Background: an optimization exercise with open tools, aiming at small area. Do not read the settings as production practice. The RTL was checked by simulation tests, not by an equivalence proof against the original design. The flow treats the clock pin as an ideal source, which a real chip does not have. Power and IR drop assume default switching activity.

<file path="flow/flow/surgery2.py">
#!/usr/bin/env python3
"""Netlist rewrite for area: for every flop whose next state is, as a function of
nearby nets, D = (L1 & a) | (L2 & Q) with L1, L2 independent of a and Q, drive D
with one a22o (A1=L1, A2=a, B1=L2, B2=Q) and build L1, L2 once for all flops that
share them.  Cells that only fed the old D logic are removed.  Every kept net
keeps its function, flops are untouched.
usage: surgery2.py LIB IN.v OUT.v [-v]"""
import re, sys, itertools
from libparse import parse_liberty, Expr, ev

LIB, INV, OUTV = sys.argv[1:4]
VERB = '-v' in sys.argv
lib = parse_liberty(LIB)
text = open(INV).read()

inst_re = re.compile(r'^(\s*)(sky130_fd_sc_hd__\w+)\s+(\S+)\s*\((.*?)\);\n', re.S | re.M)
pin_re = re.compile(r'\.(\w+)\(([^()]*)\)')
insts = []
for m in inst_re.finditer(text):
    pins = {p: v.strip() for p, v in pin_re.findall(m.group(4))}
    insts.append(dict(type=m.group(2), name=m.group(3), pins=pins, span=(m.start(), m.end())))
if re.search(r'^\s*assign\s', text, re.M):
    print('netlist has assign statements; left as is'); open(OUTV, 'w').write(text); sys.exit(0)

hdr = re.search(r'module\s+\w+\s*\((.*?)\);', text, re.S)
ports = set(p.strip() for p in hdr.group(1).split(','))
def is_port(net): return net.split('[')[0].strip() in ports

driver = {}; fanout = {}
for i, c in enumerate(insts):
    info = lib[c['type']]
    for p, n in c['pins'].items():
        if p in info['outputs']: driver[n] = (i, p)
        else: fanout.setdefault(n, []).append((i, p))

exprs = {}
def func(t, p):
    k = (t, p)
    if k not in exprs: exprs[k] = Expr(lib[t]['outputs'][p]).parse()
    return exprs[k]
def is_comb(i):
    info = lib[insts[i]['type']]
    return (not info['ff']) and len(info['outputs']) == 1 and len(info['inputs']) > 0
def out_net(i):
    c = insts[i]; return [n for p, n in c['pins'].items() if p in lib[c['type']]['outputs']][0]
def is_buf(i): return re.match(r'sky130_fd_sc_hd__(clk)?buf_\d+$', insts[i]['type']) is not None
def root(net):
    while net in driver and is_buf(driver[net][0]): net = insts[driver[net][0]]['pins']['A']
    return net

MAXLEAVES = 11
def eval_cone(d, stops, depth_lim):
    """expand from d through comb cells (shared or not) breadth-first; returns leaves, cells"""
    cells = []; leaves = []
    frontier = [(d, 0)]; seen = set()
    while frontier:
        net, dep = frontier.pop(0)
        if net in seen: continue
        seen.add(net)
        if net not in stops and net in driver and is_comb(driver[net][0]) and dep < depth_lim:
            i = driver[net][0]; cells.append(i)
            for p in lib[insts[i]['type']]['inputs']: frontier.append((insts[i]['pins'][p], dep + 1))
        else:
            leaves.append(net)
    return leaves, cells

def removable(d, keep_nets):
    """fanout-free cone of d (cells only feeding d), not crossing keep_nets"""
    cells = set()
    def rec(net, top):
        if net in keep_nets and not top: return
        if net in driver and is_comb(driver[net][0]) and (top or (len(fanout.get(net, [])) == 1 and not is_port(net))):
            i = driver[net][0]
            if i in cells: return
            cells.add(i)
            for p in lib[insts[i]['type']]['inputs']: rec(insts[i]['pins'][p], False)
    rec(d, True)
    return cells

def tables(leaves, cells, nets):
    k = len(leaves); rows = 1 << k; mask = (1 << rows) - 1
    val = {}
    for j, l in enumerate(leaves):
        v = 0
        blk = 1 << j
        # bit r set iff (r>>j)&1
        pat = ((1 << blk) - 1) << blk
        per = pat
        span = blk * 2
        while span < rows:
            per |= per << span; span *= 2
        val[l] = per & mask
    def get(net):
        if net in val: return val[net]
        i, p = driver[net]; c = insts[i]
        env = {q: get(c['pins'][q]) for q in lib[c['type']]['inputs']}
        v = ev(func(c['type'], p), env, mask); val[net] = v; return v
    for n in nets: get(n)
    return val, mask, rows

def cof(f, rows, ja, av, jq, qv):
    r_ = 0
    for r in range(rows):
        rr = (r & ~(1 << ja) & ~(1 << jq)) | (av << ja) | (qv << jq)
        if (f >> rr) & 1: r_ |= 1 << r
    return r_

def reduce_fn(tt, leaves, rows):
    """drop leaves tt doesn't depend on; merge leaves with the same root; return (tuple roots, tt over them)"""
    k = len(leaves)
    dep = []
    for j in range(k):
        f0 = cof1(tt, rows, j, 0); f1 = cof1(tt, rows, j, 1)
        if f0 != f1: dep.append(j)
    roots = sorted(set(root(leaves[j]) for j in dep))
    n = len(roots); nrows = 1 << n; ntt = 0
    for r in range(nrows):
        # build a full row consistent with these root values (others 0)
        full = 0
        for j in dep:
            if (r >> roots.index(root(leaves[j]))) & 1: full |= 1 << j
        if (tt >> full) & 1: ntt |= 1 << r
    # verify consistency for leaves sharing a root: skip if inconsistent
    return tuple(roots), ntt

def cof1(tt, rows, j, v):
    r_ = 0
    for r in range(rows):
        rr = (r & ~(1 << j)) | (v << j)
        if (tt >> rr) & 1: r_ |= 1 << r
    return r_

# ---------- two-level synthesis of small select functions
def primes(tt, n):
    terms = set()
    for r in range(1 << n):
        if (tt >> r) & 1: terms.add((r, 0))   # (value, dontcare mask)
    allp = set()
    cur = terms
    while cur:
        nxt = set(); used = set()
        lst = list(cur)
        for a in lst:
            for b in lst:
                if a[1] == b[1]:
                    diff = a[0] ^ b[0]
                    if diff and (diff & (diff - 1)) == 0 and a[0] < b[0]:
                        nxt.add((a[0] & ~diff, a[1] | diff)); used.add(a); used.add(b)
        allp |= (cur - used)
        cur = nxt
    return list(allp)
def cover(tt, n):
    ps = primes(tt, n)
    def covers(p, r): return (r & ~p[1]) == p[0]
    left = set(r for r in range(1 << n) if (tt >> r) & 1)
    chosen = []
    while left:
        best = max(ps, key=lambda p: (sum(1 for r in left if covers(p, r)), -bin(~p[1] & ((1 << n) - 1)).count('1')))
        chosen.append(best); left -= set(r for r in left if covers(best, r))
    return chosen

A22O = lib['sky130_fd_sc_hd__a22o_1']['area']
new_cells = []; new_wires = []
uid = [0]
def nm(prefix):
    uid[0] += 1; return f'_surg_{prefix}{uid[0]}_'
def conj_cell(lits, out):
    pos = [n for n, p in lits if p]; neg = [n for n, p in lits if not p]; k = len(lits)
    if k == 1:
        return ('sky130_fd_sc_hd__inv_1', {'A': neg[0], 'Y': out}) if neg else ('sky130_fd_sc_hd__buf_1', {'A': pos[0], 'X': out})
    if k == 2:
        if len(pos) == 2: return ('sky130_fd_sc_hd__and2_1', {'A': pos[0], 'B': pos[1], 'X': out})
        if len(pos) == 1: return ('sky130_fd_sc_hd__nor2b_1', {'A': neg[0], 'B_N': pos[0], 'Y': out})
        return ('sky130_fd_sc_hd__nor2_1', {'A': neg[0], 'B': neg[1], 'Y': out})
    if k == 3:
        if len(pos) == 3: return ('sky130_fd_sc_hd__and3_1', {'A': pos[0], 'B': pos[1], 'C': pos[2], 'X': out})
        if len(pos) == 2: return ('sky130_fd_sc_hd__and3b_1', {'A_N': neg[0], 'B': pos[0], 'C': pos[1], 'X': out})
        if len(pos) == 1: return ('sky130_fd_sc_hd__nor3b_1', {'A': neg[0], 'B': neg[1], 'C_N': pos[0], 'Y': out})
        return ('sky130_fd_sc_hd__nor3_1', {'A': neg[0], 'B': neg[1], 'C': neg[2], 'Y': out})
    if k == 4:
        if len(pos) == 4: return ('sky130_fd_sc_hd__and4_1', {'A': pos[0], 'B': pos[1], 'C': pos[2], 'D': pos[3], 'X': out})
        if len(pos) == 3: return ('sky130_fd_sc_hd__and4b_1', {'A_N': neg[0], 'B': pos[0], 'C': pos[1], 'D': pos[2], 'X': out})
        if len(pos) == 2: return ('sky130_fd_sc_hd__and4bb_1', {'A_N': neg[0], 'B_N': neg[1], 'C': pos[0], 'D': pos[1], 'X': out})
        if len(pos) == 1: return ('sky130_fd_sc_hd__nor4b_1', {'A': neg[0], 'B': neg[1], 'C': neg[2], 'D_N': pos[0], 'Y': out})
        return ('sky130_fd_sc_hd__nor4_1', {'A': neg[0], 'B': neg[1], 'C': neg[2], 'D': neg[3], 'Y': out})
    return None
def synth_fn(roots, tt):
    """cells computing tt over roots; returns (cells, out) or None"""
    n = len(roots); full = (1 << (1 << n)) - 1
    if tt == 0 or tt == full or n > 6: return None
    cov = cover(tt, n)
    if len(cov) > 4: return None
    cells = []; terms = []
    for (v, dc) in cov:
        lits = tuple((roots[j], (v >> j) & 1) for j in range(n) if not (dc >> j) & 1)
        if len(lits) > 4: return None
        if len(lits) == 1 and lits[0][1] == 1 and len(cov) > 1:
            terms.append(lits[0][0]); continue
        o = nm('t'); c = conj_cell(lits, o)
        if c is None: return None
        cells.append((c[0], nm('c'), c[1])); terms.append(o)
    if len(terms) == 1:
        if not cells: return None
        return cells, terms[0]
    o = nm('o')
    orc = {2: 'sky130_fd_sc_hd__or2_1', 3: 'sky130_fd_sc_hd__or3_1', 4: 'sky130_fd_sc_hd__or4_1'}[len(terms)]
    cells.append((orc, nm('c'), dict(zip('ABCD', terms), X=o)))
    return cells, o

sel_cache = {}
def sel_net(roots, tt, leaves_val=None):
    key = (roots, tt)
    if key in sel_cache: return sel_cache[key]
    n = len(roots)
    # identity: a single root, positive
    if n == 1 and tt == 0b10:
        sel_cache[key] = (roots[0], 0.0, []); return sel_cache[key]
    r = synth_fn(roots, tt)
    if r is None: sel_cache[key] = None; return None
    cells, o = r
    cost = sum(lib[t]['area'] for t, _, _ in cells)
    sel_cache[key] = (o, cost, cells); return sel_cache[key]

flops = [i for i, c in enumerate(insts) if c['type'].startswith('sky130_fd_sc_hd__dfxtp')]
plans = []
for i in flops:
    c = insts[i]; d = c['pins']['D']; q = c['pins']['Q']
    if d not in driver or not is_comb(driver[d][0]): continue
    best = None
    for depth in (2, 3, 4, 5):
        base_leaves, _ = eval_cone(d, set(), depth)
        if len(base_leaves) > MAXLEAVES: break
        # candidate data nets: leaves and internal nets of the cone
        _, cells = eval_cone(d, set(), depth)
        cand_stops = [None] + [out_net(j) for j in cells if out_net(j) != d]
        for st in cand_stops:
            stops = set() if st is None else {st}
            leaves, cells2 = eval_cone(d, stops, depth)
            if q not in leaves or len(leaves) > MAXLEAVES: continue
            val, mask, rows = tables(leaves, cells2, [d])
            f = val[d]; jq = leaves.index(q)
            for ja, a in enumerate(leaves):
                if a == q: continue
                if st is not None and a != st: continue
                f00 = cof(f, rows, ja, 0, jq, 0)
                if f00: continue
                f10 = cof(f, rows, ja, 1, jq, 0); f01 = cof(f, rows, ja, 0, jq, 1); f11 = cof(f, rows, ja, 1, jq, 1)
                if f11 != (f10 | f01): continue
                k1 = reduce_fn(f10, leaves, rows); k2 = reduce_fn(f01, leaves, rows)
                if q in k1[0] or q in k2[0] or root(a) in k1[0] or root(a) in k2[0]: continue
                s1 = sel_net(*k1); s2 = sel_net(*k2)
                if s1 is None or s2 is None: continue
                keep = {a, s1[0], s2[0]} | set(k1[0]) | set(k2[0])
                rem = removable(d, keep)
                gain = sum(lib[insts[j]['type']]['area'] for j in rem) - A22O
                if best is None or gain > best[0]:
                    best = (gain, k1, k2, a, rem)
    if best: plans.append((i,) + best)

groups = {}
for p in plans:
    if p[1] > 0.01: groups.setdefault((p[2], p[3]), []).append(p)
accepted = []
total_rem = set(); claimed_d = set()
for key, ps in sorted(groups.items(), key=lambda kv: -sum(p[1] for p in kv[1])):
    s1 = sel_net(*key[0]); s2 = sel_net(*key[1])
    cost = (s1[1] if s1[0] not in claimed_d else 0) + (s2[1] if s2[0] not in claimed_d else 0)
    ps = [p for p in ps if not (p[5] & total_rem) and insts[p[0]]['pins']['D'] not in claimed_d]
    # removal sets must not include cells that compute nets we keep for other rewrites
    g = sum(p[1] for p in ps) - cost
    if g <= 1.0:
        if VERB: print('group not worth it', key, round(g, 1), len(ps))
        continue
    for p in ps:
        accepted.append(p); total_rem |= p[5]; claimed_d.add(insts[p[0]]['pins']['D'])
    claimed_d.add(s1[0]); claimed_d.add(s2[0])

# make sure no removed cell drives a net that we use as a, select leaf, or that survives elsewhere
used = set()
for p in accepted:
    used.add(p[4]); used |= set(p[2][0]) | set(p[3][0])
bad = [j for j in total_rem if out_net(j) in used]
if bad:
    print('conflict: removed cells drive used nets; dropping affected rewrites')
    bset = set(bad)
    accepted = [p for p in accepted if not (p[5] & bset)]
    total_rem = set().union(*[p[5] for p in accepted]) if accepted else set()
# every fanout of every removed cell must be a removed cell or the rewritten D pin's flop
for j in total_rem:
    o = out_net(j)
    for (k, pin) in fanout.get(o, []):
        if k not in total_rem and not (insts[k]['type'].startswith('sky130_fd_sc_hd__dfxtp') and pin == 'D'):
            raise SystemExit(f'internal error: removed {insts[j]["name"]} feeds {insts[k]["name"]}')

emitted_sel = set()
for p in accepted:
    i, gain, k1, k2, a, rem = p
    nets = []
    for k in (k1, k2):
        s = sel_net(*k)
        if s[0] not in emitted_sel and s[2]:
            emitted_sel.add(s[0])
            for t, n, pins in s[2]:
                new_cells.append((t, n, pins))
                for pn, v in pins.items():
                    if v.startswith('_surg_') and v not in new_wires: new_wires.append(v)
        nets.append(s[0])
    fl = insts[i]
    new_cells.append(('sky130_fd_sc_hd__a22o_1', nm('m'), {'A1': nets[0], 'A2': a, 'B1': nets[1], 'B2': fl['pins']['Q'], 'X': fl['pins']['D']}))
    if VERB: print('rewrite', fl['name'], round(gain, 1))

removed_area = sum(lib[insts[j]['type']]['area'] for j in total_rem)
added = sum(lib[t]['area'] for t, _, _ in new_cells)
print(f'{len(accepted)} flops rewritten; removed {len(total_rem)} cells {removed_area:.1f} um2, added {len(new_cells)} cells {added:.1f} um2, net {removed_area - added:.1f} um2')

out = []; last = 0
for j in sorted(total_rem, key=lambda j: insts[j]['span'][0]):
    s0, e0 = insts[j]['span']; out.append(text[last:s0]); last = e0
out.append(text[last:])
res = ''.join(out)
body = ''.join(f'  {t} {n} (\n' + ',\n'.join(f'    .{p}({v}' + (' ' if v.startswith('\\') else '') + ')' for p, v in pins.items()) + '\n  );\n' for t, n, pins in new_cells)
k = res.rindex('endmodule'); res = res[:k] + body + res[k:]
m = re.search(r'module\s+\w+\s*\(.*?\);\n', res, re.S)
res = res[:m.end()] + ''.join(f'  wire {w};\n' for w in new_wires) + res[m.end():]
open(OUTV, 'w').write(res)
</file>
<file path="flow/standard.sh">
#!/bin/bash
# synth_recipe.tcl (not shown) runs the flow's synth.tcl, then flattens the netlist and writes it again
# the make line also repeats each setting of config.mk as NAME=value (left out here)
make -C /OpenROAD-flow-scripts/flow DESIGN_CONFIG=/design/flow/config.mk WORK_HOME=/design/flow/orfs CLKGATE_MAP_FILE= SYNTH_SCRIPT=/design/flow/synth_recipe.tcl "${@:-finish}"
</file>
<file path="flow/constraint.sdc">
create_clock -name core_clock -period 10.0 [get_ports {PCLK}]
set_input_delay 2.0000 -clock core_clock [delete_from_list [all_inputs] [get_ports {PCLK}]]
set_output_delay 2.0000 -clock core_clock [all_outputs]
set_load 0.01 [all_outputs]
</file>
<file path="flow/flow/run.sh">
#!/bin/bash
# Standard ORFS layout, with one netlist rewrite between synthesis and floorplan:
# flop next-state logic of the form D = (L1 & a) | (L2 & Q) is re-mapped onto one
# a22o per flop with shared select gates (see surgery2.py). Registers are untouched.
set -euo pipefail
HERE=$(pwd)
R=$HERE/orfs/results/${FLOW_PLATFORM}/N64_Driver/base
LIB=$FLOW_HOME/platforms/${FLOW_PLATFORM}/lib/sky130_fd_sc_hd__tt_025C_1v80.lib
bash standard.sh synth > $HERE/log_synth.txt 2>&1
cp $R/1_2_yosys.v $HERE/netlist_std.v
python3 $HERE/flow/surgery2.py $LIB $HERE/netlist_std.v $HERE/netlist_rw.v > $HERE/log_surgery.txt 2>&1
cp $HERE/netlist_rw.v $R/1_2_yosys.v
rm -f $R/1_synth.odb
bash standard.sh synth > $HERE/log_synth_odb.txt 2>&1
bash standard.sh > $HERE/log_layout.txt 2>&1
</file>
<file path="flow/design.v">
module N64_Driver(
input PCLK,
input PRESERN,
input PSEL,
input PENABLE,
output wire PREADY,
output wire PSLVERR,
input PWRITE,
input [31:0] PADDR,
input wire [31:0] PWDATA,
output reg [31:0] PRDATA,
input wire N64_data,
output wire N64_drive_low,
output reg FABINT
);
assign PREADY = 1'b1;
assign PSLVERR = 1'b0;
wire we    = PSEL & PENABLE & PWRITE;
wire wr0   = we & ~PADDR[3] & ~PADDR[2];
wire wr1   = we & ~PADDR[3] &  PADDR[2];
reg        en;
reg  [8:0] cmd;
reg        sending, receiving;
reg  [8:0] scnt;       
reg  [5:0] bcnt;       
reg        nreg;
reg  [1:0] lows;       
reg        rcr;
reg  [7:0] rcnt;       
reg [31:0] sr;
wire start = we & ~sending;
wire fe    = (lows == 2'd2);
wire s301  = (scnt == 9'd301);
wire endsend = sending & s301 & bcnt[3];
wire rdone = receiving & bcnt[5];
wire ev200 = receiving & (rcnt == 8'd200);
wire ev201 = receiving & (rcnt == 8'd201);
wire rsat  = (rcnt == 8'd202);
reg [23:0] lf;
wire       lterm = (lf == 24'hc9adf3);
wire       itr   = FABINT & lterm;
wire       lfb   = ~(lf[23] ^ lf[22] ^ lf[21] ^ lf[16]);
wire l_go = PRESERN & ~itr & en & ~lterm;
wire l_hd = PRESERN & ~itr & ~(en & ~lterm);
always @(posedge PCLK) lf <= ({24{l_go}} & {lf[22:0], lfb}) | ({24{l_hd}} & lf);
always @(posedge PCLK) begin
	if (~PRESERN)
		FABINT <= 1'b0;
	else if (en & ~itr)
		FABINT <= lterm;
end
wire c_ld = PRESERN & wr0;
wire c_hd = PRESERN & ~wr0;
wire e_ld = PRESERN & wr1;
wire e_hd = PRESERN & ~wr1;
always @(posedge PCLK) begin
	cmd <= ({9{c_ld}} & PWDATA[8:0]) | ({9{c_hd}} & cmd);
	en <= (e_ld & PWDATA[0]) | (e_hd & en);
end
always @(posedge PCLK) begin
	if (~sending | (scnt == 9'd401))
		scnt <= 9'd0;
	else
		scnt <= scnt + 9'd1;
end
always @(posedge PCLK) begin
	if (~PRESERN)
		lows <= 2'd0;
	else if (N64_data)
		lows <= 2'd0;
	else if (lows != 2'd3)
		lows <= lows + 2'd1;
end
always @(posedge PCLK) rcr <= fe & ~sending;
always @(posedge PCLK) begin
	if (~PRESERN | rcr)
		rcnt <= 8'd0;
	else if (receiving & ~rsat)
		rcnt <= rcnt + 8'd1;
end
wire [8:0] cmdr = {cmd[0], cmd[1], cmd[2], cmd[3], cmd[4], cmd[5], cmd[6], cmd[7], cmd[8]};
always @(posedge PCLK) begin
	if (~PRESERN) begin
		sending <= 1'b0;
		receiving <= 1'b0;
		bcnt <= 6'd0;
		nreg <= 1'b0;
	end else begin
		if (start) begin
			sending <= 1'b1;
			receiving <= 1'b0;
		end else if (endsend) begin
			sending <= 1'b0;
			receiving <= 1'b1;
		end else if (fe & ~sending & ~receiving)
			receiving <= 1'b1;
		else if (rdone)
			receiving <= 1'b0;
		if (start | endsend | (rdone & ~ev201))
			bcnt <= 6'd0;
		else if ((sending & s301) | ev201)
			bcnt <= bcnt + 6'd1;
		if (sending & (scnt != 9'd0)) begin
			if (scnt <= 9'd100)
				nreg <= 1'b0;
			else if (scnt <= 9'd300)
				nreg <= cmdr[bcnt[3:0]];
			else
				nreg <= 1'b1;
		end
	end
end
wire pload = start | rdone;
wire p_ld  = PRESERN & pload;
wire p_hd  = PRESERN & ~pload;
always @(posedge PCLK) PRDATA <= ({32{p_ld}} & sr) | ({32{p_hd}} & PRDATA);
wire s_sh  = PRESERN & ev200;
wire s_hd  = PRESERN & ~ev200;
wire s_h0  = PRESERN & ~ev200 & ~ev201;
wire s_in  = PRESERN & ev201;
always @(posedge PCLK) begin
	sr[31:1] <= ({31{s_sh}} & sr[30:0]) | ({31{s_hd}} & sr[31:1]);
	sr[0] <= (s_in & N64_data) | (s_h0 & sr[0]);
end
assign N64_drive_low = ~nreg;
endmodule
</file>
<file path="flow/flow/libparse.py">
import re
def parse_liberty(path):
    """cell -> dict(area, inputs[list], outputs{pin:func}, ff(bool))"""
    txt = open(path).read()
    cells = {}
    i = 0
    for m in re.finditer(r'\n\s*cell\s*\(\s*"?([\w]+)"?\s*\)\s*\{', txt):
        pass
    # simple brace walker
    pos = 0
    n = len(txt)
    cell_re = re.compile(r'cell\s*\(\s*"?(\w+)"?\s*\)\s*\{')
    for m in cell_re.finditer(txt):
        name = m.group(1)
        start = m.end()
        depth = 1; j = start
        while depth and j < n:
            c = txt[j]
            if c == '{': depth += 1
            elif c == '}': depth -= 1
            j += 1
        body = txt[start:j]
        am = re.search(r'\barea\s*:\s*([\d.]+)', body)
        info = {'area': float(am.group(1)) if am else 0.0, 'inputs': [], 'outputs': {}, 'ff': ('ff (' in body or 'ff(' in body or 'latch' in body)}
        for pm in re.finditer(r'\bpin\s*\(\s*"?(\w+)"?\s*\)\s*\{', body):
            pn = pm.group(1); s = pm.end(); d = 1; k = s
            while d and k < len(body):
                if body[k] == '{': d += 1
                elif body[k] == '}': d -= 1
                k += 1
            pb = body[s:k]
            dm = re.search(r'direction\s*:\s*"?(\w+)"?', pb)
            if not dm: continue
            if dm.group(1) == 'input': info['inputs'].append(pn)
            elif dm.group(1) == 'output':
                fm = re.search(r'\bfunction\s*:\s*"([^"]*)"', pb)
                info['outputs'][pn] = fm.group(1) if fm else None
        cells[name] = info
    return cells

class Expr:
    def __init__(self, s):
        self.toks = re.findall(r'\w+|[!&|^()\']', s); self.i = 0
    def peek(self): return self.toks[self.i] if self.i < len(self.toks) else None
    def take(self): t = self.toks[self.i]; self.i += 1; return t
    def parse(self):
        e = self.p_or(); return e
    def p_or(self):
        l = self.p_xor()
        while self.peek() in ('|', '+'):
            self.take(); r = self.p_xor(); l = ('|', l, r)
        return l
    def p_xor(self):
        l = self.p_and()
        while self.peek() == '^':
            self.take(); r = self.p_and(); l = ('^', l, r)
        return l
    def p_and(self):
        l = self.p_un()
        while True:
            p = self.peek()
            if p in ('&', '*'):
                self.take(); r = self.p_un(); l = ('&', l, r)
            elif p is not None and (p == '(' or p == '!' or re.match(r'\w', p)):
                r = self.p_un(); l = ('&', l, r)
            else: break
        return l
    def p_un(self):
        t = self.take()
        if t == '!': e = ('!', self.p_un())
        elif t == '(':
            e = self.p_or(); assert self.take() == ')'
        else: e = ('v', t)
        while self.peek() == "'":
            self.take(); e = ('!', e)
        return e

def ev(e, env, mask):
    op = e[0]
    if op == 'v':
        if e[1] in ('1',): return mask
        if e[1] in ('0',): return 0
        return env[e[1]]
    if op == '!': return mask & ~ev(e[1], env, mask)
    a = ev(e[1], env, mask); b = ev(e[2], env, mask)
    if op == '&': return a & b
    if op == '|': return a | b
    if op == '^': return a ^ b
    raise Exception(op)
</file>
<file path="flow/config.mk">
export PLATFORM = sky130hd
export DESIGN_NAME = N64_Driver
export DESIGN_NICKNAME = N64_Driver
export VERILOG_FILES = /design/flow/design.v
export SDC_FILE = /design/flow/constraint.sdc
export NUM_CORES = 4
export LEC_CHECK = 0
export CAP_MARGIN = 20
export CORE_MARGIN = 2
export CORE_UTILIZATION = 40
export SLEW_MARGIN = 20
</file>
==> notes.md, run 1 <==
run status: finished clean
CTS max path bufs: 2
number of global-route vias before repair: 3,313
Worst Setup End Kind: register
synth warn: 1
fmax: 0.266 GHz
post-synthesis cell count: 452
RSZ-0062 raised after global routing: no
Worst path top cell family by delay: buffers and inverters
Crit path largest cell delay: 0.94 ns
Final Power: 1190 uW
worst path buffer plus inverter count: 2
IO Pins: 106
Max H-tree Level: 4
Total Routed Length: 9.35 mm
GR Util All Layers: 15.3%
via count: 3,482
register clock-pin slew on the reported worst setup and hold paths: 0.06 ns
syn_nets: 533
core box area: 11,900 sq um
CTS sink count: 128
Die Area: 13,000 sq um
drt drc: 0
CTS Hold Bufs: 0
antenna diode count: 0
fin crit share: 37.6%
Max VDD drop: 0.000142 V
total CTS buffers: 17
Clk Latency, worst-skew pair: 0.41 ns
initial antenna violation count: 0
Fill cells: 1,062
largest net degree at the start of global routing: 33
Critical Path RT: 10.35 ns
leak pwr: 0.00226 uW
Max FO, Critical Path: 32
skew final: 0.00542 ns
Finished Cell Area: 6070 sq um
WL/cell: 14.2 um
Final Hold Viols: 0
Initial Utilization: 40.5%
die height: 114 um
NumNets Final: 580
post-CTS resize count: 0
DRT iter0 DRCs: 159
critical path launch point type: input port
worst-path cell chain: clkdlybuf4s50_1 > o21ai_0 > a21oi_2 > buf_4 > a22o_1
GR Overflow Total: 0
DRT antenna net count: 0
Fin Setup TNS: 0 ns
crit path time final: 3.76 ns
dpl cell area: 5430 sq um
CTS Root Cell: clkbuf_16
row count: 40
first-pass GRT wire length: 15.8 mm
Critical Path AT: 4.11 ns
Die X: 114 um
port bufs: 50
max_slew headroom: 49.7%
CTS tree: built
Max-cap violations: 0
DRT Pass-1 Iters: 4
DPL Wire Length: 5.93 mm
Setup-failing EPs final: 0
Post-CTS Setup Inserts: 0
worst hold path type: reg -> reg
Area growth, synth to finish: 25.7%
fin util: 51.0%
netlist area before placement: 4830 sq um
GPL Wtd Cong: 0.754
Pwr Density: 196 nW/um^2
layout cells sized above 1: 8.79%
Final Max Slew Viols: 0
CP max stage cell: clkdlybuf4s50_1
post-DR vias/cell: 5.28
crit path kind: in -> reg
worst slew pin tran: 0.746 ns
Avg Inst Size Synth: 10.7 sq um
-- cell usage in the layout, fill, tap and decap left out, types with 3 or more instances in the layout --
| master | n |
|---|---|
| mux2_2 | 4 |
| and2_1 | 9 |
| nand4b_1 | 3 |
| nand2b_1 | 3 |
| nand2_1 | 15 |
| or3_1 | 5 |
| inv_1 | 11 |
| xnor2_1 | 5 |
| nand4_1 | 9 |
| xor2_1 | 11 |
| clkinvlp_4 | 3 |
| o21ai_0 | 12 |
| clkbuf_16 | 17 |
| nor4_1 | 3 |
| clkdlybuf4s50_1 | 50 |
| dfxtp_1 | 128 |
| mux2i_1 | 10 |
| a21oi_1 | 17 |
| nor2b_1 | 7 |
| bufinv_16 | 4 |
| ha_1 | 11 |
| nor3_1 | 4 |
| nand3_1 | 8 |
| a22o_1 | 90 |
| nor2_1 | 27 |
-- area by class of cell --
type                    count  area (sq um)  share of cell area (%)
inverters                  11          41.3                   0.680
repair buffers             53           531                    8.74
multi-input cells         288          2120                    35.0
flip-flops and latches    128          2560                    42.2
clock buffers              20           447                    7.36
clock inverters            12           183                    3.01
well taps                 147           184                    3.03
-- sequential cells by signal (all words and copies together) (netlist names), 2 cells and up --
signal	count
bcnt	6
PRDATA	32
scnt	9
rcnt	8
cmd	9
lf	24
sr	32
lows	2
-- per-stage QoR --
stage | std cells | hold slack [ns] | setup slack [ns]
after floorplan | 452 | 0.437 | 6.87
after global placement | 626 | 0.457 | 5.76
after detailed placement | 626 | 0.457 | 5.74
after CTS | 658 | 0.469 | 6.16
after global routing | 659 | 0.487 | 6.09
final | 659 | 0.466 | 6.24
-- per-layer routing --
metal  vias up  routed length [um]  track usage [%]
met5         -                   0                0
met4         0                  97             6.42
met3        10                 265             4.94
met2        44                4290             24.0
met1      1649                4690             19.5
li1       1779                   -                -
-- power by group --
group / internal (uW) / switching, uW / total, uW
Combinational: 10.9 / 15.8 / 26.6
Clock: 425 / 225 / 651
Sequential: 512 / 2.47 / 514
-- worst paths after layout --
path                                   end  startpoint  cells after the start  slack (ns)
worst max register to register      lf[16]      lf[17]                      6        7.20
worst min register to register  PRDATA[31]      sr[31]                      1        0.47
worst min-delay path            PRDATA[31]      sr[31]                      1        0.47
worst max-delay path             PRDATA[5]     PRESERN                      5        6.24
==> inputs of run 2 (changes only) <==
==> flow/flow/run.sh (replaced) <==
#!/bin/bash
# Standard ORFS layout with three changes:
#  1. between synthesis and floorplan, flop next-state logic of the form
#     D = (L1 & a) | (L2 & Q) is re-mapped onto one a22o per flop with shared
#     select gates, and dead or half-used cells are trimmed (flow/surgery2.py);
#     registers are untouched;
#  2. every input and output port still gets its own buffer, but a buf_1;
#  3. CTS builds the tree from small clock buffers and inserts no dummy loads.
set -euo pipefail
HERE=$(pwd)
R=$HERE/orfs/results/${FLOW_PLATFORM}/N64_Driver/base
LIB=$FLOW_HOME/platforms/${FLOW_PLATFORM}/lib/sky130_fd_sc_hd__tt_025C_1v80.lib
CTSBUF="sky130_fd_sc_hd__clkbuf_2 sky130_fd_sc_hd__clkbuf_4"
bash standard.sh synth > $HERE/log_synth.txt 2>&1
cp $R/1_2_yosys.v $HERE/netlist_std.v
python3 $HERE/flow/surgery2.py $LIB $HERE/netlist_std.v $HERE/netlist_rw.v > $HERE/log_surgery.txt 2>&1
cp $HERE/netlist_rw.v $R/1_2_yosys.v
rm -f $R/1_synth.odb
bash standard.sh synth > $HERE/log_synth_odb.txt 2>&1
bash standard.sh BUFFER_PORTS_ARGS="-buffer_cell sky130_fd_sc_hd__buf_1" \
  CTS_ARGS="-sink_clustering_enable -repair_clock_nets -dont_use_dummy_load -buf_list $CTSBUF" \
  finish > $HERE/log_layout.txt 2>&1
--- a/flow/flow/surgery2.py
+++ b/flow/flow/surgery2.py
@@ -294,2 +294,23 @@
 
+# cells left without any load once the rewritten logic is gone
+def loads_left(net, gone):
+    return [k for (k, pin) in fanout.get(net, []) if k not in gone and not (k in rewritten_flops and pin == 'D')]
+rewritten_flops = set(p[0] for p in accepted)
+new_inputs = set()
+for p in accepted:
+    new_inputs.add(p[4]); new_inputs |= set(p[2][0]) | set(p[3][0])
+changed = True
+dead = set()
+while changed:
+    changed = False
+    for j, c in enumerate(insts):
+        if j in total_rem or j in dead or not is_comb(j): continue
+        o = out_net(j)
+        if is_port(o) or o in new_inputs: continue
+        if not loads_left(o, total_rem | dead):
+            dead.add(j); changed = True
+# a flop D net that is rewritten is driven by the new a22o; its old driver is in total_rem
+total_rem |= dead
+print(f'{len(dead)} cells left without loads removed')
+
 emitted_sel = set()
@@ -311,2 +332,15 @@
 
+# half adders with one output unused: keep only the gate that is needed
+for j, c in enumerate(insts):
+    if j in total_rem or not re.match(r'sky130_fd_sc_hd__ha_\d+$', c['type']): continue
+    s_, co = c['pins'].get('SUM'), c['pins'].get('COUT')
+    s_used = s_ is not None and (is_port(s_) or loads_left(s_, total_rem))
+    c_used = co is not None and (is_port(co) or loads_left(co, total_rem))
+    if s_used and c_used: continue
+    total_rem.add(j)
+    if s_used:
+        new_cells.append(('sky130_fd_sc_hd__xor2_1', nm('h'), {'A': c['pins']['A'], 'B': c['pins']['B'], 'X': s_}))
+    elif c_used:
+        new_cells.append(('sky130_fd_sc_hd__and2_1', nm('h'), {'A': c['pins']['A'], 'B': c['pins']['B'], 'X': co}))
+
 removed_area = sum(lib[insts[j]['type']]['area'] for j in total_rem)
==> run 2 against run 1 <==
  * The flow now stops in 4_1_cts
  * Synthesized area down 0.78%
  * Synthesized cell count unchanged
==> notes.md, run 2 <==
Initial Utilization: 41.4%
netlist area before placement: 4790 sq um
IO Pins: 106
die height: 113 um
post-synthesis cell count: 452
syn_nets: 527
Error: [ERROR STA-0564] clock_tree_synthesis positional arguments not supported.
DPL Wire Length: 6.09 mm
Die X: 113 um
last flow stage reached: 4_1_cts
GPL Wtd Cong: 0.858
dpl cell area: 5090 sq um
run status: aborted with a tool error
synth warn: 1
row count: 39
pre-CTS WS: 6.39 ns
Avg Inst Size Synth: 10.6 sq um
port bufs: 50
-- run 2: how the worst max path moves through the flow --
stage / start / endpoint / slack [ns]
2_1_floorplan: PWRITE / PRDATA[10] / 6.87
3_3_place_gp: PWRITE / PRDATA[5] / 6.22
3_5_place_dp: PRESERN / sr[5] / 6.39
-- run 2: power groups by stage --
| stage | clock [uW] | sequential (uW) | combinational [uW] |
|---|---|---|---|
| 2_1_floorplan | 0 | 524 | 16.5 |
| 3_3_place_gp | 0 | 525 | 22.2 |
| 3_5_place_dp | 0 | 525 | 23.3 |
-- run 2: stage by stage --
stage | instances | power, uW | hold WS [ns]
detailed placement | 623 | 549 | 0.460
global placement | 622 | 548 | 0.459
floorplan | 452 | 541 | 0.437
==> inputs of run 3 (changes only) <==
--- a/flow/flow/run.sh
+++ b/flow/flow/run.sh
@@ -12,3 +12,3 @@
 LIB=$FLOW_HOME/platforms/${FLOW_PLATFORM}/lib/sky130_fd_sc_hd__tt_025C_1v80.lib
-CTSBUF="sky130_fd_sc_hd__clkbuf_2 sky130_fd_sc_hd__clkbuf_4"
+CTSBUF="{sky130_fd_sc_hd__clkbuf_8}"
 bash standard.sh synth > $HERE/log_synth.txt 2>&1
--- a/flow/flow/surgery2.py
+++ b/flow/flow/surgery2.py
@@ -52,14 +52,18 @@
 def eval_cone(d, stops, depth_lim):
-    """expand from d through comb cells (shared or not) breadth-first; returns leaves, cells"""
-    cells = []; leaves = []
-    frontier = [(d, 0)]; seen = set()
-    while frontier:
-        net, dep = frontier.pop(0)
-        if net in seen: continue
-        seen.add(net)
-        if net not in stops and net in driver and is_comb(driver[net][0]) and dep < depth_lim:
-            i = driver[net][0]; cells.append(i)
-            for p in lib[insts[i]['type']]['inputs']: frontier.append((insts[i]['pins'][p], dep + 1))
-        else:
-            leaves.append(net)
+    """cut of d: expand leaves through comb cells (shared or not), breadth first,
+    as long as the number of leaves stays within MAXLEAVES"""
+    cells = []; leaves = [d]; depth = {d: 0}
+    changed = True
+    while changed:
+        changed = False
+        for net in sorted(leaves, key=lambda n: depth[n]):
+            if net in stops or net not in driver or not is_comb(driver[net][0]) or depth[net] >= depth_lim: continue
+            i = driver[net][0]
+            ins = [insts[i]['pins'][p] for p in lib[insts[i]['type']]['inputs']]
+            newl = [x for x in leaves if x != net]
+            for x in ins:
+                if x not in newl: newl.append(x); depth.setdefault(x, depth[net] + 1)
+            if len(newl) > MAXLEAVES and net != d: continue
+            leaves = newl; cells.append(i); changed = True
+            break
     return leaves, cells
@@ -258,2 +262,3 @@
     if best: plans.append((i,) + best)
+    if VERB: print('plan', c['name'], best and (round(best[0],1), best[1], best[2], best[3]))
 
==> run 3 against run 2 <==
  * Now clean on timing, DRC and antenna
  * Synthesized area unchanged
  * Synthesized cell count unchanged
==> notes.md, run 3 <==
CTS sink count: 128
Critical R2R Launch: lf[17]
netlist area before placement: 4790 sq um
Initial Utilization: 41.4%
antenna diode count: 0
max_slew headroom: 52.9%
CTS max path bufs: 2
DRT Pass-1 Iters: 4
NumNets Final: 574
Worst Hold Launch: PRDATA[13]
post-synthesis cell count: 452
Worst path top cell family by delay: compound AO/OA/AOI/OAI gates
port bufs: 50
Post-CTS Setup Inserts: 0
Die X: 113 um
DRT antenna net count: 0
initial antenna violation count: 0
skew final: 0.0309 ns
synth warn: 1
Area growth, synth to finish: 11.1%
Critical Path Start: PWRITE
worst hold path type: reg -> reg
Critical Path RT: 10.30 ns
pre-CTS WS: 6.39 ns
Hold Path Cell Cnt: 1
number of global-route vias before repair: 3,270
worst slew pin tran: 0.700 ns
Worst Setup End Kind: register
Fin Setup TNS: 0 ns
number of cells on the critical path: 6
DPL Wire Length: 6.09 mm
largest net degree at the start of global routing: 33
Max FO, Critical Path: 32
run status: finished clean
GR Util All Layers: 15.0%
CP max stage cell: o21ai_0
Pwr Density: 159 nW/um^2
setup ws final: 6.90 ns
total CTS buffers: 17
die height: 113 um
row count: 39
post-CTS resize count: 0
Setup-failing EPs final: 0
worst path buffer plus inverter count: 2
CTS tree: built
DRT iter0 DRCs: 132
Max-cap violations: 0
Avg Inst Size Synth: 10.6 sq um
Die Area: 12,900 sq um
WL/cell: 14.3 um
syn_nets: 527
core box area: 11,600 sq um
layout cells sized above 1: 6.64%
Final Max Slew Viols: 0
Max VDD drop: 0.0000553 V
commonest non-fill, non-tap cell in the layout: dfxtp_1
crit path time final: 3.10 ns
GR Overflow Total: 0
Total Routed Length: 9.17 mm
fin crit share: 31.0%
Crit path largest cell delay: 0.53 ns
crit path kind: in -> reg
Hold Path End: PRDATA[13]
CTS Hold Bufs: 0
Max H-tree Level: 4
capturing point of the worst reg2reg path: lf[16]
Top Registers: PRDATA: 32 flops, sr: 32 flops, lf: 24 flops
IO Pins: 106
Worst R2R Setup Slack: 7.32 ns
CTS Root Cell: clkbuf_8
RSZ-0062 raised after global routing: no
most frequent cells in the layout: dfxtp_1 (128), a22o_1 (90), buf_1 (50)
GPL Wtd Cong: 0.858
Critical Path AT: 3.40 ns
drt drc: 0
via count: 3,477
first-pass GRT wire length: 15.6 mm
Final Hold Viols: 0
fin util: 46.0%
R2R depth: 6
Clk Latency, worst-skew pair: 0.43 ns
fmax: 0.323 GHz
worst-path cell chain: buf_1 > nand3_1 > o21ai_0 > a21oi_2 > buf_4 > a22o_1
critical path launch point type: input port
leak pwr: 0.00193 uW
register clock-pin slew on the reported worst setup and hold paths: 0.06 ns
post-DR vias/cell: 5.43
==> run 3: area by class of cell <==
type | count | area, sq um
multi-input combinational | 288 | 2090
sequential | 128 | 2560
inverter | 11 | 41.3
tap | 143 | 179
fill | 1101 | 6240
timing repair buffer | 53 | 218
clock buffer | 17 | 234
==> run 3: layer usage <==
metal	wire (um)	vias to the layer above	share of wire [%]	global-route usage, %
li1	-	1758	-	-
met1	4490	1648	49	20.0
met2	4140	64	45	22.8
met3	450	7	4.9	5.31
met4	84	0	0.92	4.80
met5	0	-	0	0
==> run 3: report_power, final <==
group / switching (uW) / internal (uW) / leakage (uW)
Sequential: 2.35 / 512 / 0.00103
Clock: 161 / 149 / 0.000122
Combinational: 15.8 / 7.23 / 0.000774
Total: 179 / 668 / 0.00193
==> run 3: worst max-delay path by stage <==
| stage | end | slack, ns |
|---|---|---|
| after global placement | PRDATA[5] | 6.22 |
| after global routing | PRDATA[28] | 6.76 |
| final | PRDATA[28] | 6.90 |
| after detailed placement | sr[5] | 6.39 |
| after floorplan | PRDATA[10] | 6.87 |
| after CTS | sr[5] | 6.84 |
==> run 3: per-stage QoR <==
stage                     area [sq um]  instances  total power (uW)  hold slack, ns
final                             5320        640               847           0.477
after global routing              5320        640               884           0.483
after CTS                         5320        640               858           0.479
after detailed placement          5090        623               549           0.460
after global placement            5070        622               548           0.459
after floorplan                   4790        452               541           0.437
==> inputs of run 4 (changes only) <==
--- a/flow/design.v
+++ b/flow/design.v
@@ -23,6 +23,7 @@
 reg        sending, receiving;
-reg  [8:0] scnt;       
+reg  [1:0] sph;        
+reg  [6:0] scnt;       
 reg  [5:0] bcnt;       
 reg        nreg;
-reg  [1:0] lows;       
+reg        lowa, lowb;  
 reg        rcr;
@@ -31,9 +32,12 @@
 wire start = we & ~sending;
-wire fe    = (lows == 2'd2);
-wire s301  = (scnt == 9'd301);
+wire fe    = lowa & lowb;    
+wire s99   = scnt[6] & scnt[5] & scnt[1] & scnt[0];
+wire s101  = scnt[6] & scnt[5] & scnt[2] & scnt[0];
+wire swrap = (sph == 2'd3) ? s101 : s99;
+wire s301  = (sph == 2'd3) & (scnt == 7'd0);
 wire endsend = sending & s301 & bcnt[3];
 wire rdone = receiving & bcnt[5];
-wire ev200 = receiving & (rcnt == 8'd200);
-wire ev201 = receiving & (rcnt == 8'd201);
-wire rsat  = (rcnt == 8'd202);
+wire ev200 = receiving & (rcnt[6:0] == 7'b1000001);
+wire ev201 = receiving & (rcnt[7:1] == 7'b1000001);
+wire rsat  = (rcnt[7:2] == 6'b000001) & ~rcnt[0];
 reg [23:0] lf;
@@ -42,3 +46,3 @@
 wire       lfb   = ~(lf[23] ^ lf[22] ^ lf[21] ^ lf[16]);
-wire l_go = PRESERN & ~itr & en & ~lterm;
+wire l_go = PRESERN & en & ~lterm;
 wire l_hd = PRESERN & ~itr & ~(en & ~lterm);
@@ -48,3 +52,3 @@
 		FABINT <= 1'b0;
-	else if (en & ~itr)
+	else if (en)
 		FABINT <= lterm;
@@ -60,22 +64,19 @@
 always @(posedge PCLK) begin
-	if (~sending | (scnt == 9'd401))
-		scnt <= 9'd0;
-	else
-		scnt <= scnt + 9'd1;
+	if (~sending) begin
+		sph <= 2'd3;
+		scnt <= 7'd101;
+	end else if (swrap) begin
+		sph <= sph + 2'd1;
+		scnt <= 7'd0;
+	end else
+		scnt <= scnt + 7'd1;
 end
 always @(posedge PCLK) begin
-	if (~PRESERN)
-		lows <= 2'd0;
-	else if (N64_data)
-		lows <= 2'd0;
-	else if (lows != 2'd3)
-		lows <= lows + 2'd1;
+	lowa <= PRESERN & ~N64_data & (lowa | lowb);
+	lowb <= PRESERN & ~N64_data & ~lowa;
 end
 always @(posedge PCLK) rcr <= fe & ~sending;
-always @(posedge PCLK) begin
-	if (~PRESERN | rcr)
-		rcnt <= 8'd0;
-	else if (receiving & ~rsat)
-		rcnt <= rcnt + 8'd1;
-end
+wire r_go = PRESERN & ~rcr & receiving & ~rsat;
+wire r_hd = PRESERN & ~rcr & ~(receiving & ~rsat);
+always @(posedge PCLK) rcnt <= ({8{r_go}} & {rcnt[6:0], ~(rcnt[7] ^ rcnt[2])}) | ({8{r_hd}} & rcnt);
 wire [8:0] cmdr = {cmd[0], cmd[1], cmd[2], cmd[3], cmd[4], cmd[5], cmd[6], cmd[7], cmd[8]};
@@ -102,8 +103,8 @@
 			bcnt <= bcnt + 6'd1;
-		if (sending & (scnt != 9'd0)) begin
-			if (scnt <= 9'd100)
+		if (sending) begin
+			if (sph == 2'd0)
 				nreg <= 1'b0;
-			else if (scnt <= 9'd300)
+			else if (sph != 2'd3)
 				nreg <= cmdr[bcnt[3:0]];
-			else
+			else if (~swrap)
 				nreg <= 1'b1;
==> flow/flow/run.sh (replaced) <==
#!/bin/bash
# Standard ORFS layout with four changes:
#  1. between synthesis and floorplan, flop next-state logic of the form
#     D = (L1 & a) | (L2 & Q) is re-mapped onto one a22o per flop with shared
#     select gates, and dead or half-used cells are trimmed (flow/surgery2.py);
#     registers are untouched;
#  2. every input and output port still gets its own buffer, but a buf_1;
#  3. CTS builds the tree from clkbuf_4 and inserts no dummy loads;
#  4. after CTS, clock buffers with a large fanout are upsized (flow/clkfix.tcl).
set -euo pipefail
HERE=$(pwd)
R=$HERE/orfs/results/${FLOW_PLATFORM}/N64_Driver/base
LIB=$FLOW_HOME/platforms/${FLOW_PLATFORM}/lib/sky130_fd_sc_hd__tt_025C_1v80.lib
ARGS=(BUFFER_PORTS_ARGS="-buffer_cell sky130_fd_sc_hd__buf_1"
      CTS_ARGS="-sink_clustering_enable -repair_clock_nets -dont_use_dummy_load -buf_list {sky130_fd_sc_hd__clkbuf_4}")
bash standard.sh synth > $HERE/log_synth.txt 2>&1
cp $R/1_2_yosys.v $HERE/netlist_std.v
python3 $HERE/flow/surgery2.py $LIB $HERE/netlist_std.v $HERE/netlist_rw.v > $HERE/log_surgery.txt 2>&1
cp $HERE/netlist_rw.v $R/1_2_yosys.v
rm -f $R/1_synth.odb
bash standard.sh synth > $HERE/log_synth_odb.txt 2>&1
bash standard.sh "${ARGS[@]}" cts > $HERE/log_to_cts.txt 2>&1
CTS_ODB=$R/4_cts.odb LIB_FILE=$LIB CLK_MAX_FANOUT=11 CLK_BIG_BUF=sky130_fd_sc_hd__clkbuf_8 \
  openroad -no_init -exit $HERE/flow/clkfix.tcl > $HERE/log_clkfix.txt 2>&1
bash standard.sh "${ARGS[@]}" finish > $HERE/log_layout.txt 2>&1
==> flow/flow/clkfix.tcl (new file) <==
set odb $::env(CTS_ODB)
read_liberty $::env(LIB_FILE)
read_db $odb
set block [ord::get_db_block]
set maxfo $::env(CLK_MAX_FANOUT)
set big $::env(CLK_BIG_BUF)
set n 0
foreach inst [$block getInsts] {
  set m [[$inst getMaster] getName]
  if {![string match "sky130_fd_sc_hd__clkbuf_*" $m]} { continue }
  foreach it [$inst getITerms] {
    if {[$it isOutputSignal]} {
      set net [$it getNet]
      if {$net == "NULL"} { continue }
      set fo [expr {[llength [$net getITerms]] - 1}]
      if {$fo >= $maxfo && $m != $big} {
        set bm [[ord::get_db] findMaster $big]
        $inst swapMaster $bm
        incr n
        puts "clkfix: [$inst getName] $m -> $big (fanout $fo)"
      }
    }
  }
}
puts "clkfix: $n buffers upsized"
detailed_placement
check_placement
write_db $odb
==> run 4 against run 3 <==
  * Sequential share of layout area grew 3.3 points
  * Highest routed layer unchanged
  * Still clean
  * Critical path depth shrank 1
  * Final cell count shrank 6.6%
  * Setup slack lost 0.43 ns
  * Flip-flop and latch count is the same
  * Clock-buffer cell count is the same
  * Via count shrank 9.3%
  * Synthesized cell count shrank 9.1%
  * Routed wire length shrank 8.2%
==> notes.md, run 4 <==
port bufs: 50
max_slew headroom: 57.1%
Critical Path AT: 3.85 ns
Max-cap violations: 0
Initial Utilization: 41.5%
GR Overflow Total: 0
layout cells sized above 1: 7.42%
via count: 3,153
Max H-tree Level: 4
CTS max path bufs: 2
CTS Root Cell: clkbuf_4
worst-path cell chain: buf_1 > inv_1 > a31oi_2 > buf_4 > a22o_1
Final Hold Viols: 0
CTS Hold Bufs: 0
Area growth, synth to finish: 9.73%
NumNets Final: 534
leak pwr: 0.00187 uW
Worst Setup End Kind: register
Max VDD drop: 0.0000847 V
antenna diode count: 0
Pwr Density: 159 nW/um^2
DRT antenna net count: 0
Avg Inst Size Synth: 11.0 sq um
critical path launch point type: input port
IO Pins: 106
worst slew pin tran: 0.643 ns
initial antenna violation count: 0
CP max stage cell: a31oi_2
P_sw: 178 uW
Hold Path Cell Cnt: 2
Top Registers: PRDATA: 32 flops, sr: 32 flops, lf: 24 flops
WL/cell: 14.1 um
core box area: 10,900 sq um
register clock-pin slew on the reported worst setup and hold paths: 0.07 ns
post-synthesis cell count: 411
worst hold path type: reg -> reg
fin util: 45.5%
post-CTS resize count: 0
post-DR vias/cell: 5.27
DRT Pass-1 Iters: 4
DPL Wire Length: 5.60 mm
Fin Setup TNS: 0 ns
switch share: 22.4%
netlist area before placement: 4540 sq um
total CTS buffers: 17
Total Routed Length: 8.41 mm
commonest non-fill, non-tap cell in the layout: dfxtp_1
crit path time final: 3.53 ns
first-pass GRT wire length: 14.7 mm
Max FO, Critical Path: 20
Worst Hold Launch: lowb
drt drc: 0
most frequent cells in the layout: dfxtp_1 (128), a22o_1 (94), buf_1 (50)
Final Max Slew Viols: 0
Critical R2R Launch: lf[17]
GPL Wtd Cong: 0.778
skew final: 0.0348 ns
Clk Latency, worst-skew pair: 0.41 ns
R2R depth: 6
Crit path largest cell delay: 0.60 ns
Post-CTS Setup Inserts: 0
Critical Path RT: 10.33 ns
CTS tree: built
GR Util All Layers: 14.5%
Worst R2R Setup Slack: 7.63 ns
fmax: 0.284 GHz
fin crit share: 35.3%
number of global-route vias before repair: 3,066
die height: 111 um
row count: 38
Die Area: 12,200 sq um
Seq pwr share: 65.2%
run status: finished clean
crit path kind: in -> reg
synth warn: 1
RSZ-0062 raised after global routing: no
clock network fraction of total power: 31.1%
capturing point of the worst reg2reg path: lf[7]
DRT iter0 DRCs: 196
syn_nets: 485
Hold Path End: rcr
largest net degree at the start of global routing: 33
Int Power: 614 uW
Setup-failing EPs final: 0
Die X: 111 um
CTS sink count: 128
Gate power share: 3.7%
==> run 4: cell count changes in the layout (fill, tap and decap cells not counted), moves of 6 or more <==
cell	delta
xnor2_1	+6
clkbuf_8	-14
nand4_1	-7
xor2_1	-8
o21ai_0	-6
clkbuf_4	+14
and2_1	-12
==> run 4: cell type report <==
type / count / area [sq um]
fillers: 1048 / 5950
flip-flops and latches: 128 / 2560
multi-input cells: 251 / 1850
repair buffers: 54 / 218
well taps: 140 / 175
clock buffers: 17 / 146
inverters: 8 / 30.0
==> run 4: how the worst max path moves through the flow <==
| stage | from | end | slack (ns) | cells past startpoint |
|---|---|---|---|---|
| 3_5_place_dp | PRESERN | sr[0] | 6.01 | 6 |
| 3_3_place_gp | PRESERN | sr[0] | 6.03 | 6 |
| 4_1_cts | PRESERN | sr[14] | 6.55 | 5 |
| 5_1_grt | PRESERN | sr[0] | 6.20 | 6 |
| 2_1_floorplan | PWRITE | PRDATA[10] | 6.82 | 5 |
| 6_report | PRESERN | sr[1] | 6.47 | 5 |
==> run 4: power by group through the flow <==
| stage | registers (uW) | logic (uW) | clock network [uW] |
|---|---|---|---|
| floorplan | 526 | 22.3 | 0 |
| global placement | 528 | 29.2 | 0 |
| detailed placement | 528 | 29.7 | 0 |
| CTS | 516 | 29.9 | 242 |
| global route | 517 | 34.1 | 276 |
| finish | 516 | 29.6 | 246 |
==> run 4: worst max-delay path, delay by kind of cell <==
family	cells	cell delay, ns
AOI/OAI and AO/OA	2	0.77
buffers and inverters	3	1.07
==> run 4: layer usage <==
metal | GRT usage (%) | vias to the layer above | part of all wire [%]
met5 | 0 | - | 0
met4 | 5.50 | 0 | 0.67
met3 | 5.10 | 5 | 4.0
met2 | 21.4 | 51 | 44
met1 | 19.4 | 1489 | 51
li1 | - | 1608 | -
==> run 4: per-stage QoR <==
stage                     hold WS, ns  power, uW  area, sq um  cells  setup slack [ns]
after global placement          0.422        557         4830    581              6.03
after global routing            0.465        828         4980    598              6.20
final                           0.445        792         4980    598              6.47
after CTS                       0.448        789         4960    598              6.55
after detailed placement        0.427        558         4830    581              6.01
after floorplan                 0.397        549         4540    411              6.82
==> inputs of run 5 (changes only) <==
==> flow/flow/run.sh (replaced) <==
#!/bin/bash
# Standard ORFS layout with these changes, each tool logging to its own file here:
#  1. after the standard synthesis, its combinational logic is mapped again by
#     ABC for area (flow/remap.abc); the flip-flops are kept as they are;
#  2. flop next-state logic of the form D = (L1 & a) | (L2 & Q) is re-mapped onto
#     one a22o per flop with shared select gates, and dead or half-used cells
#     are trimmed (flow/surgery2.py); flip-flops are untouched;
#  3. a Yosys equivalence check compares the result with the standard netlist;
#     if it fails, the standard netlist is used as it is;
#  4. every input and output port still gets its own buffer, but a buf_1;
#  5. CTS builds the tree from clkbuf_4 and inserts no dummy loads; afterwards
#     clock buffers with a large fanout are upsized (flow/clkfix.tcl).
set -euo pipefail
HERE=$(pwd)
F=$HERE/flow
R=$HERE/orfs/results/${FLOW_PLATFORM}/N64_Driver/base
LIB=$FLOW_HOME/platforms/${FLOW_PLATFORM}/lib/sky130_fd_sc_hd__tt_025C_1v80.lib
YOSYS=$(command -v yosys || echo $FLOW_HOME/../tools/install/yosys/bin/yosys)
OPENROAD=$(command -v openroad || echo $FLOW_HOME/../tools/install/OpenROAD/bin/openroad)
DU=$(sed -n '/DONT_USE_CELLS/,/^$/p' $FLOW_HOME/platforms/${FLOW_PLATFORM}/config.mk | grep -o "sky130_fd_sc_hd__[a-z0-9_]*" | sed 's/^/-dont_use /' | tr '\n' ' ')
ARGS=(BUFFER_PORTS_ARGS="-buffer_cell sky130_fd_sc_hd__buf_1"
      CTS_ARGS="-sink_clustering_enable -repair_clock_nets -dont_use_dummy_load -buf_list {sky130_fd_sc_hd__clkbuf_8} -sink_buffer_max_cap_derate 1.0")

bash standard.sh synth > $HERE/log_synth.txt 2>&1
cp $R/1_2_yosys.v $HERE/netlist_std.v
python3 $F/genmodels.py $LIB $HERE/cell_models.v > $HERE/log_models.txt 2>&1

cat > $HERE/remap.ys <<EOY
read_liberty -lib $LIB
read_verilog $HERE/netlist_std.v
hierarchy -top $FLOW_TOP
techmap -map $HERE/cell_models.v
opt -fast
techmap
opt -fast
opt_clean -purge
abc -liberty $LIB $DU -script $F/remap.abc
opt_clean -purge
write_verilog -noattr -noexpr -nohex -nodec $HERE/netlist_remap.v
EOY
$YOSYS -s $HERE/remap.ys > $HERE/log_remap.txt 2>&1
python3 $F/surgery2.py $LIB $HERE/netlist_remap.v $HERE/netlist_rw.v > $HERE/log_surgery.txt 2>&1

cat > $HERE/equiv.ys <<EOY
read_liberty -ignore_miss_func $LIB
read_verilog $HERE/netlist_std.v
rename $FLOW_TOP gold
read_verilog $HERE/netlist_rw.v
rename $FLOW_TOP gate
flatten
opt_clean
equiv_make gold gate eq
hierarchy -top eq
equiv_simple -seq 2
equiv_induct
equiv_status -assert
EOY
if $YOSYS -s $HERE/equiv.ys > $HERE/log_equiv.txt 2>&1 && \
   [ "$(grep -c 'sky130_fd_sc_hd__df' $HERE/netlist_rw.v)" = "$(grep -c 'sky130_fd_sc_hd__df' $HERE/netlist_std.v)" ]; then
  cp $HERE/netlist_rw.v $R/1_2_yosys.v
  echo "using the rewritten netlist" > $HERE/log_choice.txt
else
  echo "equivalence check failed: using the standard netlist" > $HERE/log_choice.txt
fi
rm -f $R/1_synth.odb
bash standard.sh synth > $HERE/log_synth_odb.txt 2>&1
bash standard.sh "${ARGS[@]}" cts > $HERE/log_to_cts.txt 2>&1
CTS_ODB=$R/4_cts.odb LIB_FILE=$LIB CLK_MAX_FANOUT=11 CLK_BIG_BUF=sky130_fd_sc_hd__clkbuf_8 \
  $OPENROAD -no_init -exit $F/clkfix.tcl > $HERE/log_clkfix.txt 2>&1
bash standard.sh "${ARGS[@]}" finish > $HERE/log_layout.txt 2>&1
==> flow/flow/genmodels.py (new file) <==
# write behavioural Verilog models of the library's combinational cells (single output or ha/fa)
import sys, re
from libparse import parse_liberty, Expr
lib = parse_liberty(sys.argv[1])
def vexpr(e):
    op = e[0]
    if op == 'v': return {'1': "1'b1", '0': "1'b0"}.get(e[1], e[1])
    if op == '!': return '(~' + vexpr(e[1]) + ')'
    return '(' + vexpr(e[1]) + {'&': ' & ', '|': ' | ', '^': ' ^ '}[op] + vexpr(e[2]) + ')'
out = []
for name, c in lib.items():
    if not name.startswith('sky130_fd_sc_hd__') or c['ff'] or not c['outputs']: continue
    if any(f is None for f in c['outputs'].values()): continue
    if not c['inputs']: continue
    pins = c['inputs'] + list(c['outputs'])
    s = f'module {name}(' + ', '.join(pins) + ');\n'
    for p in c['inputs']: s += f'  input {p};\n'
    for p, f in c['outputs'].items():
        s += f'  output {p};\n  assign {p} = {vexpr(Expr(f).parse())};\n'
    out.append(s + 'endmodule\n')
open(sys.argv[2], 'w').write('\n'.join(out))
print(len(out), 'models')
==> flow/flow/remap.abc (new file) <==
strash; &get -n; &st; &dch -f; &nf -R 1000 -p -F 8 -A 4 -C 32; &put
==> run 5 against run 4 <==
  * Worst hold slack got worse by 0.0062 ns
  * Critical path depth rose by 1
  * Power rose by 8.8%
  * Final cell count is 3.0% higher
  * First-iteration DRC count is 37% lower
  * Clock skew rose by 0.011 ns
  * Maximum frequency increased by 11%
  * Clock power rose by 26%
  * Global-route usage increased by 0.40 points
  * Synthesized area shrank 4.5%
  * Setup slack better by 0.35 ns
  * Utilization up 1.1 points
  * Critical path type unchanged
==> notes.md, run 5 <==
netlist area before placement: 4340 sq um
pre-CTS WS: 6.42 ns
WL/cell: 13.7 um
fin crit share: 31.8%
antenna diode count: 0
post-CTS resize count: 0
Initial Utilization: 40.5%
largest net degree at the start of global routing: 33
initial antenna violation count: 0
CTS sink count: 128
Final Max Slew Viols: 0
setup ws final: 6.82 ns
skew final: 0.0455 ns
worst hold path type: reg -> reg
Area growth, synth to finish: 15.0%
CP Capture Point: PRDATA[18]
CTS Root Cell: clkbuf_8
RSZ-0062 raised after global routing: no
worst slew pin tran: 1.03 ns
number of global-route vias before repair: 3,024
Worst Setup End Kind: register
DPL Wire Length: 5.45 mm
Max FO, Critical Path: 32
Avg Inst Size Synth: 10.7 sq um
Fin Setup TNS: 0 ns
Critical R2R Launch: lf[17]
core box area: 10,700 sq um
drt drc: 0
GR Overflow Total: 0
max_slew headroom: 31.4%
Critical Path RT: 10.33 ns
leak pwr: 0.00182 uW
Clk Latency, worst-skew pair: 0.43 ns
die height: 108 um
Post-CTS Setup Inserts: 0
register clock-pin slew on the reported worst setup and hold paths: 0.05 ns
crit path time final: 3.18 ns
Final Power: 861 uW
Final Hold Viols: 0
Setup-failing EPs final: 0
most used routing layer: met2
first-pass GRT wire length: 13.9 mm
post-synthesis cell count: 404
port bufs: 50
fmax: 0.315 GHz
R2R depth: 7
GPL Wtd Cong: 0.787
GR Layer Usage met3: 4.82%
CTS Hold Bufs: 0
CTS max path bufs: 2
IO Pins: 106
Max-cap violations: 0
row count: 38
Critical Path AT: 3.51 ns
CTS tree: built
DRT iter0 DRCs: 123
layout cells sized above 1: 5.67%
NumNets Final: 548
syn_nets: 474
Critical Path Start: PWRITE
Die Area: 11,700 sq um
GR Util met1: 19.1%
Max H-tree Level: 4
total CTS buffers: 17
Max VDD drop: 0.0000834 V
most frequent cells in the layout: dfxtp_1 (128), a22o_1 (73), buf_1 (50)
run status: finished clean
grt met2 use: 23.8%
commonest non-fill, non-tap cell in the layout: dfxtp_1
capturing point of the worst reg2reg path: lf[4]
synth warn: 1
Worst R2R Setup Slack: 7.76 ns
GR Util All Layers: 14.9%
post-DR vias/cell: 5.36
crit path kind: in -> reg
Hold WS: 0.439 ns
DRT Pass-1 Iters: 5
Total Routed Length: 8.44 mm
via count: 3,304
Pwr Density: 173 nW/um^2
Die X: 108 um
DRT antenna net count: 0
critical path launch point type: input port
Top Registers: PRDATA: 32 flops, sr: 32 flops, lf: 24 flops
-- run 5: worst min-delay path by stage --
stage | startpoint | end | slack, ns | cells past startpoint
floorplan | lowa | lowb | 0.41 | 1
finish | lowa | lowb | 0.44 | 1
global route | lowa | lowb | 0.47 | 1
CTS | scnt[0] | scnt[0] | 0.44 | 1
detailed placement | scnt[0] | scnt[0] | 0.43 | 1
global placement | lowa | lowb | 0.42 | 1
-- run 5: per-stage QoR --
stage	instance area, sq um	utilization, %	instances
2_1_floorplan	4340	-	404
3_3_place_gp	4750	44.4	599
5_1_grt	4990	46.6	616
6_report	4990	46.6	616
4_1_cts	4990	46.6	616
3_5_place_dp	4750	44.4	599
-- run 5: metal layers --
metal	up-vias	wire length, um
li1	1647	-
met1	1574	4190
met2	77	3790
met3	6	392
met4	0	68
met5	-	0
-- run 5: critical path: stages --
cell      delay [ns]
buf_1           0.07
nand3_1         0.14
nand2b_1        0.19
nand2_1         0.13
a21oi_4         0.72
a22o_1          0.24
-- run 5: final cells by class --
class                           instances  area, sq um
Fill cell                            1045         5710
Sequential cell                       128         2560
Multi-Input combinational cell        271         1770
Clock buffer                           17          234
Timing Repair Buffer                   55          225
Tap cell                              140          175
Inverter                                5         18.8
-- run 5: power by group --
group	internal, uW	switching (uW)	total [uW]
Clock	149	161	310
Sequential	514	4.68	519
Combinational	11.4	21.0	32.4
Total	675	186	861
==> inputs of run 6 (changes only) <==
--- a/flow/flow/run.sh
+++ b/flow/flow/run.sh
@@ -21,3 +21,3 @@
 ARGS=(BUFFER_PORTS_ARGS="-buffer_cell sky130_fd_sc_hd__buf_1"
-      CTS_ARGS="-sink_clustering_enable -repair_clock_nets -dont_use_dummy_load -buf_list {sky130_fd_sc_hd__clkbuf_8} -sink_buffer_max_cap_derate 1.0")
+      CTS_ARGS="-sink_clustering_enable -repair_clock_nets -dont_use_dummy_load -buf_list {sky130_fd_sc_hd__clkbuf_4}")
 
==> run 6 against run 5 <==
  * Still clean
  * Sequential power hardly changed
  * Utilization is 0.88 points lower
  * Clock power is 23% lower
  * Combinational power hardly changed
  * Worst hold slack better by 0.0055 ns
  * Power is 8.4% lower
  * Maximum frequency hardly changed
  * Critical path type unchanged
  * Critical endpoint unchanged
  * Largest cell class unchanged
  * Largest power group unchanged
  * Highest routed layer unchanged
==> notes.md, run 6 <==
Final Power: 789 uW
post-CTS resize count: 0
largest net degree at the start of global routing: 33
RSZ-0062 raised after global routing: no
number of cells on the critical path: 6
Crit path largest cell delay: 0.70 ns
Post-CTS Setup Inserts: 0
worst-path cell chain: buf_1 > nand3_1 > nand2b_1 > nand2_1 > a21oi_4 > a22o_1
Setup-failing EPs final: 0
DRT iter0 DRCs: 134
worst hold path type: reg -> reg
Fin Setup TNS: 0 ns
netlist area before placement: 4340 sq um
Critical Path AT: 3.49 ns
worst path buffer plus inverter count: 1
Initial Utilization: 40.5%
post-synthesis cell count: 404
register clock-pin slew on the reported worst setup and hold paths: 0.07 ns
Die Area: 11,700 sq um
Max VDD drop: 0.0000772 V
skew final: 0.0363 ns
CTS tree: built
first-pass GRT wire length: 13.8 mm
row count: 38
GPL Wtd Cong: 0.787
crit path time final: 3.18 ns
Finished Cell Area: 4890 sq um
Clk Latency, worst-skew pair: 0.39 ns
Max FO, Critical Path: 32
worst slew pin tran: 1.03 ns
DPL Wire Length: 5.45 mm
DRT antenna net count: 0
Final Max Slew Viols: 0
CP max stage cell: a21oi_4
GR Util All Layers: 14.9%
fmax: 0.315 GHz
crit path kind: in -> reg
synth warn: 1
pre-CTS WS: 6.42 ns
GR Overflow Total: 0
Die X: 108 um
commonest non-fill, non-tap cell in the layout: dfxtp_1
NumNets Final: 548
R2R depth: 7
dpl cell area: 4750 sq um
Worst path top cell family by delay: compound AO/OA/AOI/OAI gates
setup ws final: 6.82 ns
antenna diode count: 0
IO Pins: 106
die height: 108 um
Fill cells: 1,053
via count: 3,295
leak pwr: 0.00178 uW
run status: finished clean
layout cells sized above 1: 5.67%
CTS max path bufs: 2
Worst Setup End Kind: register
Critical Path RT: 10.31 ns
Avg Inst Size Synth: 10.7 sq um
initial antenna violation count: 0
WL/cell: 13.6 um
port bufs: 50
CTS Root Cell: clkbuf_4
Pwr Density: 161 nW/um^2
Max-cap violations: 0
syn_nets: 474
Area growth, synth to finish: 12.9%
CTS Hold Bufs: 0
Hold WS: 0.445 ns
Hold Path Cell Cnt: 1
DRT Pass-1 Iters: 4
Final Hold Viols: 0
most frequent cells in the layout: dfxtp_1 (128), a22o_1 (73), buf_1 (50)
storage element area: 2560 sq um
critical path launch point type: input port
Max H-tree Level: 4
fin crit share: 31.8%
max_slew headroom: 31.0%
Top Registers: PRDATA: 32 flops, sr: 32 flops, lf: 24 flops
area of the multi-input gates: 1770 sq um
Total Routed Length: 8.37 mm
number of global-route vias before repair: 2,976
CTS sink count: 128
total CTS buffers: 17
core box area: 10,700 sq um
drt drc: 0
post-DR vias/cell: 5.35
==> run 6: routing by layer <==
metal	up-vias	share of wire, %	global-route usage (%)
li1	1648	-	-
met1	1564	50	19.3
met2	75	44	23.0
met3	8	5.1	5.18
met4	0	1.2	5.68
met5	-	0	0
==> run 6: worst paths after layout <==
kind,start,endpoint,slack (ns)
worst max-delay path,PWRITE,PRDATA[18],6.82
worst min-delay path,scnt[0],scnt[0],0.44
worst max register to register,lf[17],lf[4],7.74
worst min register to register,scnt[0],scnt[0],0.44
==> run 6: report_power, final <==
| group | total, uW | internal (uW) | switching [uW] |
|---|---|---|---|
| Sequential | 518 | 514 | 4.68 |
| Clock | 239 | 87.7 | 151 |
| Combinational | 32.4 | 11.4 | 21.0 |
| Total | 789 | 613 | 177 |
==> run 6: layout make-up <==
class	instances	area share, %
multi-input combinational	271	36.2
tap	140	3.58
clock buffer	17	2.86
inverter	5	0.383
sequential	128	52.4
timing repair buffer	55	4.60
==> run 6: per-stage QoR <==
step | utilization [%] | cells
detailed placement | 44.4 | 599
global placement | 44.4 | 599
floorplan | - | 404
CTS | 45.6 | 616
finish | 45.8 | 616
global route | 45.8 | 616

[static timing again, ports no longer ideal]
The results above use ideal ports. As a check the final layouts listed here were re-extracted and re-timed, cells and wires unchanged. Step 1: set_driving_cell puts a clkbuf_16 on PCLK and a buf_2 on each other input, an assumption about the parent block. Step 2 times the ports against the registers' clock, not the clock port: input delays grow and output delays shrink by t, the midpoint of the rising clock arrivals with the driver on. Three values: no drivers, after step 1, after step 2; two values: the first two.
run | t, ns | setup slack, ns
run 1 | 0.444 | 6.238 / 6.251 / 5.807
run 3 | 0.448 | 6.902 / 6.912 / 6.464
run 4 | 0.423 | 6.474 / 6.483 / 6.060
run 5 | 0.439 | 6.822 / 6.834 / 6.395
run 6 | 0.409 | 6.824 / 6.839 / 6.430
After both steps setup and hold are still met in every run listed.
